What follows belongs to an exercise in optimizing a design on an open flow for small area and a short achievable clock period; a production flow would make more cautious choices. The RTL was checked by simulation tests, not by an equivalence proof against the original design. Power figures rest on the tool's default switching activity, not on a simulated workload.

==> design/flow/design.v <==
`timescale 1ns/1ps
module FloatingPoint_Multiplier_Complete (
    input wire         clk,
    input wire         rst,
    input  wire [15:0] a,
    input  wire [15:0] b,
    output reg  [15:0] result,
    output reg         overflow,
    output reg         underflow
);
    reg        s1_sign_res;
    reg signed [8:0]  s1_exp_res_biased;
    reg [21:0] s1_mant_prod;
    reg        s1_is_zero;  
    reg        s2_sign_res;
    reg signed [9:0]  s2_exp_res_biased;
    reg [21:0] s2_mant_prod_norm;
    reg        s2_is_zero;
    wire sign_a, sign_b;
    wire [4:0] exp_a, exp_b;
    wire [10:0] mant_a, mant_b;
    wire is_zero_a, is_zero_b;
    assign sign_a = a[15];
    assign exp_a  = a[14:10];
    assign mant_a = {exp_a != 0, a[9:0]};  
    assign is_zero_a = (exp_a == 0) && (a[9:0] == 0);
    assign sign_b = b[15];
    assign exp_b  = b[14:10];
    assign mant_b = {exp_b != 0, b[9:0]};
    assign is_zero_b = (exp_b == 0) && (b[9:0] == 0);
    always @(posedge clk or posedge rst) begin
        if (rst) begin
            s1_sign_res <= 1'b0;
            s1_exp_res_biased <= 9'b0;
            s1_mant_prod <= 22'b0;
            s1_is_zero <= 1'b0;
        end else begin
            s1_sign_res <= sign_a ^ sign_b;
            s1_exp_res_biased <= $signed({2'b0, exp_a}) + $signed({2'b0, exp_b}) - 9'd15;
            s1_mant_prod <= mant_a * mant_b;
            s1_is_zero <= is_zero_a | is_zero_b;
        end
    end
    always @(posedge clk or posedge rst) begin
        if (rst) begin
            s2_sign_res <= 1'b0;
            s2_exp_res_biased <= 10'b0;
            s2_mant_prod_norm <= 22'b0;
            s2_is_zero <= 1'b0;
        end else begin
            s2_is_zero <= s1_is_zero;
            s2_sign_res <= s1_sign_res;
            if (s1_mant_prod[21]) begin
                s2_mant_prod_norm <= s1_mant_prod >> 1;
                s2_exp_res_biased <= s1_exp_res_biased + 1;
            end else begin
                s2_mant_prod_norm <= s1_mant_prod;
                s2_exp_res_biased <= s1_exp_res_biased;
            end
        end
    end
    wire [11:0] mant_rounded;
    wire signed [10:0]  exp_final;
    wire        round_up;
    wire lsb        = s2_mant_prod_norm[10];  
    wire guard_bit  = s2_mant_prod_norm[9];
    wire round_bit  = s2_mant_prod_norm[8];
    wire sticky_bit = |(s2_mant_prod_norm[7:0]);
    wire round_if_greater_than_half = guard_bit & (round_bit | sticky_bit);
    wire round_if_tie_to_even       = guard_bit & ~(round_bit | sticky_bit) & lsb;
    assign round_up = round_if_greater_than_half | round_if_tie_to_even;
    assign mant_rounded = {1'b0, s2_mant_prod_norm[20:10]} + round_up;
    assign exp_final = s2_exp_res_biased + $signed({1'b0, mant_rounded[11]});
    always @(posedge clk or posedge rst) begin
        if (rst) begin
            result <= 16'b0;
            overflow <= 1'b0;
            underflow <= 1'b0;
        end else begin
            if (s2_is_zero) begin
                result <= 16'b0;
                overflow <= 1'b0;
                underflow <= 1'b0;
            end
            else if (exp_final >= 31) begin
                overflow <= 1'b1;
                underflow <= 1'b0;
                result <= 16'h7F80;  
            end
            else if (exp_final <= 0) begin
                overflow <= 1'b0;
                underflow <= 1'b1;
                result <= 16'b0;  
            end
            else begin
                overflow <= 1'b0;
                underflow <= 1'b0;
                result <= {s2_sign_res, exp_final[4:0], mant_rounded[11] ? 10'b0 : mant_rounded[9:0]};
            end
        end
    end
endmodule
==> design/flow/run.sh <==
#!/bin/bash
# synth_recipe.tcl (not shown) runs the flow's synth.tcl, then flattens the netlist and writes it again
# the make line also repeats each setting of config.mk as NAME=value (left out here)
make -C /OpenROAD-flow-scripts/flow DESIGN_CONFIG=/design/flow/config.mk WORK_HOME=/design/flow/orfs CLKGATE_MAP_FILE= SYNTH_SCRIPT=/design/flow/synth_recipe.tcl finish
==> design/flow/config.mk <==
export PLATFORM = sky130hd
export DESIGN_NAME = FloatingPoint_Multiplier_Complete
export DESIGN_NICKNAME = FloatingPoint_Multiplier_Complete
export VERILOG_FILES = /design/flow/design.v
export SDC_FILE = /design/flow/constraint.sdc
export NUM_CORES = 4
export LEC_CHECK = 0
export CAP_MARGIN = 20
export CORE_MARGIN = 2
export CORE_UTILIZATION = 40
export SLEW_MARGIN = 20
==> design/flow/constraint.sdc <==
create_clock -name core_clock -period 7.5 [get_ports {clk}]
set_input_delay 1.5000 -clock core_clock [delete_from_list [all_inputs] [get_ports {clk}]]
set_output_delay 1.5000 -clock core_clock [all_outputs]
set_load 0.01 [all_outputs]
==> run notes <==
* Outcome: complete, no violations
* Clk slew on worst S/H paths at ~0.06 ns
* Multiplexer share of the synthesized area at 3.33%
* Clock sink count at 80
* Most common cell on crit path: fa_1
* Post-synth ARST share at 100%
* Leading area contributor after synthesis: dfrtp_1
* Fin Setup TNS at 0 ns
* Seq/Total Area, Yosys at a little over a quarter
* Max frequency at 141 MHz
* Root Driver: clkbuf_16
* Ports at 52
* Max Cap Violations at 0
* Placed cell area at a little over 0.008 sq mm
* Met2 GRT Util at about a quarter
* Total Wirelength at about 14 mm
* Sw Pwr at 1.26 mW
* Share of cells above drive strength 1 at 7.92%
* DIE WIDTH at 140 um
* Maximum vdd drop at 0.196 mV
* Clock network power share at 14.7%
* Average cell area after synthesis at between 10 and 15 sq um
* Post-synthesis adder-cell area fraction at approximately a third
* Xor and xnor fraction of the mapped netlist area at 4.48%
* Crit path largest cell delay at between 0.6 and 0.7 ns
* Post-Synthesis Cells at 737
* Synth-to-Final Area Change at 14.3%
* Clock buffer depth at 2
* Final hold viol count at 0
* Compound-Gate Fraction of Synth Area at 7.12%
* Antenna fix cells at 0
* RePlAce Congestion at 0.879
* Seq pwr share at 24.1%
* Max FO, Critical Path at 4
* Hold worst-path end: s2_sign_res$_DFF_PP0_
* GR peak layer: met2
* Hpwl dp at 11.2 mm
* Slowest CP cell: or4_1
* Pins Over Slew Limit at 0
* Final setup vio count at 0
* Top post-synthesis cells by count: inv_1, fa_1, dfrtp_1, ha_1, and2_1
* WHS at 0.363 ns
* Tot GR Track Use at between 15 and 20%
* Gate power share at 61.1%
* Worst Reg2Reg Path Length in Cells at 11
* Cell Chain, Critical Path: clkdlybuf4s50_1 -> or4_1 -> nor2_1 -> nor2b_1 -> fa_1 -> inv_1 -> fa_1 -> inv_1 -> fa_1 -> fa_1 -> inv_1 -> fa_1 -> inv_1 -> ha_1 -> a21oi_1 -> o21ai_0 -> a221oi_1 -> o31a_1 -> mux2i_1 -> o2111ai_1
* Synth area leaders: dfrtp_1, fa_1, ha_1
* Drt drc at 0
* First-pass GRT wire length at 24.6 mm
* Switching Share at 41.6%
* Largest family of logic cells by synthesized area: adder cells
* Flop2flop setup slack at 4.57 ns
* Worst Setup Start Kind: input pin
* Setup bufs post-CTS at 0
* DRT Pass-1 Iters at 4
* Initial antenna violation count at 0
* Port Buffers at 51
* Die height at 140 um
* Post-synth design cell area at ~0.0074 sq mm
* HP Start: s1_sign_res$_DFF_PP0_
* Final ANT Viol Nets at 0
* Nets at around 970
* Period utilisation layout at roughly 95%
* RSZ-0062 raised after global routing: no
* Crit path kind: input pin to flip-flop
* Worst endpoint required time at 7.69 ns
* Most frequent cell after synthesis: inv_1
* LEAKAGE at between 4 and 5 nW
* Reg2reg end: result[15]$_DFF_PP0_
* Max_slew headroom at 37.3%
* WP data arrival at 7.31 ns
* Number of CTS-inserted buffers at 9
* Total die area at 0.0196 sq mm
* Internal power at 1.76 mW
* Post-synth EDFFs at 0
* Post-synth top flop: dfrtp_1
* Slew @ Worst Pin at 0.940 ns
* Core footprint at 0.0180 sq mm
* Initial core utilization at 41.0%
* CTS tree: yes
* Largest net degree at the start of global routing at 81
* Vias in the first global route at 5369
* Syn. warnings at 1
* Yosys top cell area share at around 27%
* DR WL/cell at around 14 um
* Post-cts sizing count at 0
* Post-Syn Nets at 925
* Initial DRC count at 106
* Finished Cell Area at 0.00845 sq mm
* Grt met3 use at 1.68%
* Total gr overflow at 0
* Met1 Use GR at about a fifth
* Distinct cells, synth at 56
* Final clock skew at ~0.0065 ns
* Flops & latches, synth at 80
* Reg-to-reg critical path startpoint: s2_mant_prod_norm[12]$_DFF_PP0_
* Min Clock Period, post-route at about 7 ns
* Worst setup EP type: flip-flop
* Via count at 4954
* Synth Area in Simple Gates at 15.9%
* Hold/Removal Path Class: flip-flop to flip-flop
* Worst skew pair latency at 0.33 ns
* PwrDens at approximately 360 mW/mm^2
* WHS Path Cells at 0
* Total power at 3.02 mW
* Detailed-route vias per instance at 4.90
* Clock H-tree levels at 3
* Hold buffer count at CTS at 0
* Std-Cell Rows at 49
metal layers:
metal / share of wire, % / up-vias
met1: 47 / 2450
met5: 0 / -
met4: 1.1 / 0
met2: 49 / 86
met3: 2.9 / 8
li1: - / 2410
power groups by stage:
stage / sequential [mW] / combinational [mW] / clock, mW
2_1_floorplan: 0.713 / 1.44 / 0
3_3_place_gp: 0.732 / 1.81 / 0
3_5_place_dp: 0.740 / 1.84 / 0
4_1_cts: 0.733 / 1.86 / 0.458
5_1_grt: 0.756 / 2.12 / 0.477
6_report: 0.729 / 1.84 / 0.445
registers in the layout, indices dropped and copies added, names as in the netlist:
register and flops:
s1_exp_res_biased 7, s2_exp_res_biased 8, result 16, s1_sign_res 1, s1_is_zero 1, s2_is_zero 1, overflow 1, s2_sign_res 1
s1_mant_prod 22, underflow 1, s2_mant_prod_norm 21
stage by stage:
stage | setup WS, ns | std cells | utilization [%]
6_report | 0.385 | 1012 | 46.9
5_1_grt | 0.0203 | 1012 | 46.9
4_1_cts | 0.407 | 1012 | 46.9
3_5_place_dp | 0.0637 | 996 | 45.1
3_3_place_gp | 0.209 | 996 | 45.1
2_1_floorplan | 0.653 | 737 | -
worst max-delay path: cells and delay by family:
kind | cells | cell delay, ns
AOI/OAI and AO/OA | 5 | 0.98
adders and majority gates | 6 | 2.95
muxes | 1 | 0.23
buffers and inverters | 5 | 0.63
and+or+nand+nor | 3 | 1.02
layout by cell type (no fill, tap or decap), drive strengths merged, types with 2 or more instances in the layout:
master         synthesis  routed
a31oi                  2       2
ha                    73      73
and2                  69      69
a211o                  4       4
o211ai                 4       4
nor2b                  9       9
nor2                  26      26
o21ai                 12      12
fa                    81      81
nand4                  7       7
nor3b                  3       3
clkdlybuf4s50          0      51
a221oi                 2       2
a41oi                  2       2
inv                  128     128
a21oi                 23      23
nor3                   3       3
nand3b                 2       2
nand3                 12      12
nand2                 60      60
buf                    1       5
clkbuf                25      11
xor2                  15      15
or2                    4       4
nand2b                 7       7
o31ai                  3       3
a21o                   8       8
a21boi                 3       3
mux2                  21      21
xnor2                 22      22
o2111ai                2       2
clkinv                 0       3
nor4                   6       6
and3                   7       7
dfrtp                 80      80
layout make-up:
type,count,area [sq um]
multi-input cells,503,4820
clock buffers,11,253
well taps,229,287
fillers,1738,9570
clock inverters,5,63.8
repair buffers,56,548
flip-flops and latches,80,2000
inverters,128,482
worst max path at each step:
stage,startpoint,end,slack [ns],depth (start not counted)
floorplan,b[11],s1_mant_prod[19]$_DFF_PP0_,0.65,19
global placement,b[11],s1_mant_prod[19]$_DFF_PP0_,0.21,20
detailed placement,b[11],s1_mant_prod[19]$_DFF_PP0_,0.06,20
CTS,b[11],s1_mant_prod[19]$_DFF_PP0_,0.41,20
global route,b[11],s1_mant_prod[19]$_DFF_PP0_,0.02,20
finish,b[11],s1_mant_prod[19]$_DFF_PP0_,0.39,20
logic make-up after synthesis:
| group | after synthesis |
|---|---|
| simple gates | 218 |
| buf+inv | 154 |
| fa+ha+maj | 154 |
| flops | 80 |
| compound gates | 72 |
| xor+xnor | 37 |
| mux | 22 |

[re-timing with driven ports]
The results above use ideal ports. As a check the final layout listed here was re-extracted and re-timed, cells and wires unchanged.
Step 1: set_driving_cell puts a clkbuf_16 on clk and a buf_2 on each other input, an assumption about the parent block.
Step 2, shift: input delay + t, output delay - t, t = (earliest + latest rising clock arrival at the registers) / 2. This alone moves slack from input paths to output paths.
Slacks: ideal / step 1 / step 2; pairs: ideal / step 1.
shift t [ns]: 0.364
setup WS [ns]: 0.385 / 0.398 / 0.034
hold slack, ns: 0.363 / 0.363 / 0.363
pins driven straight from the clock port: 1
After both steps this run still meets setup and hold. The setup slack of this run moves by +0.013 ns with the drivers and by -0.351 ns with both steps.
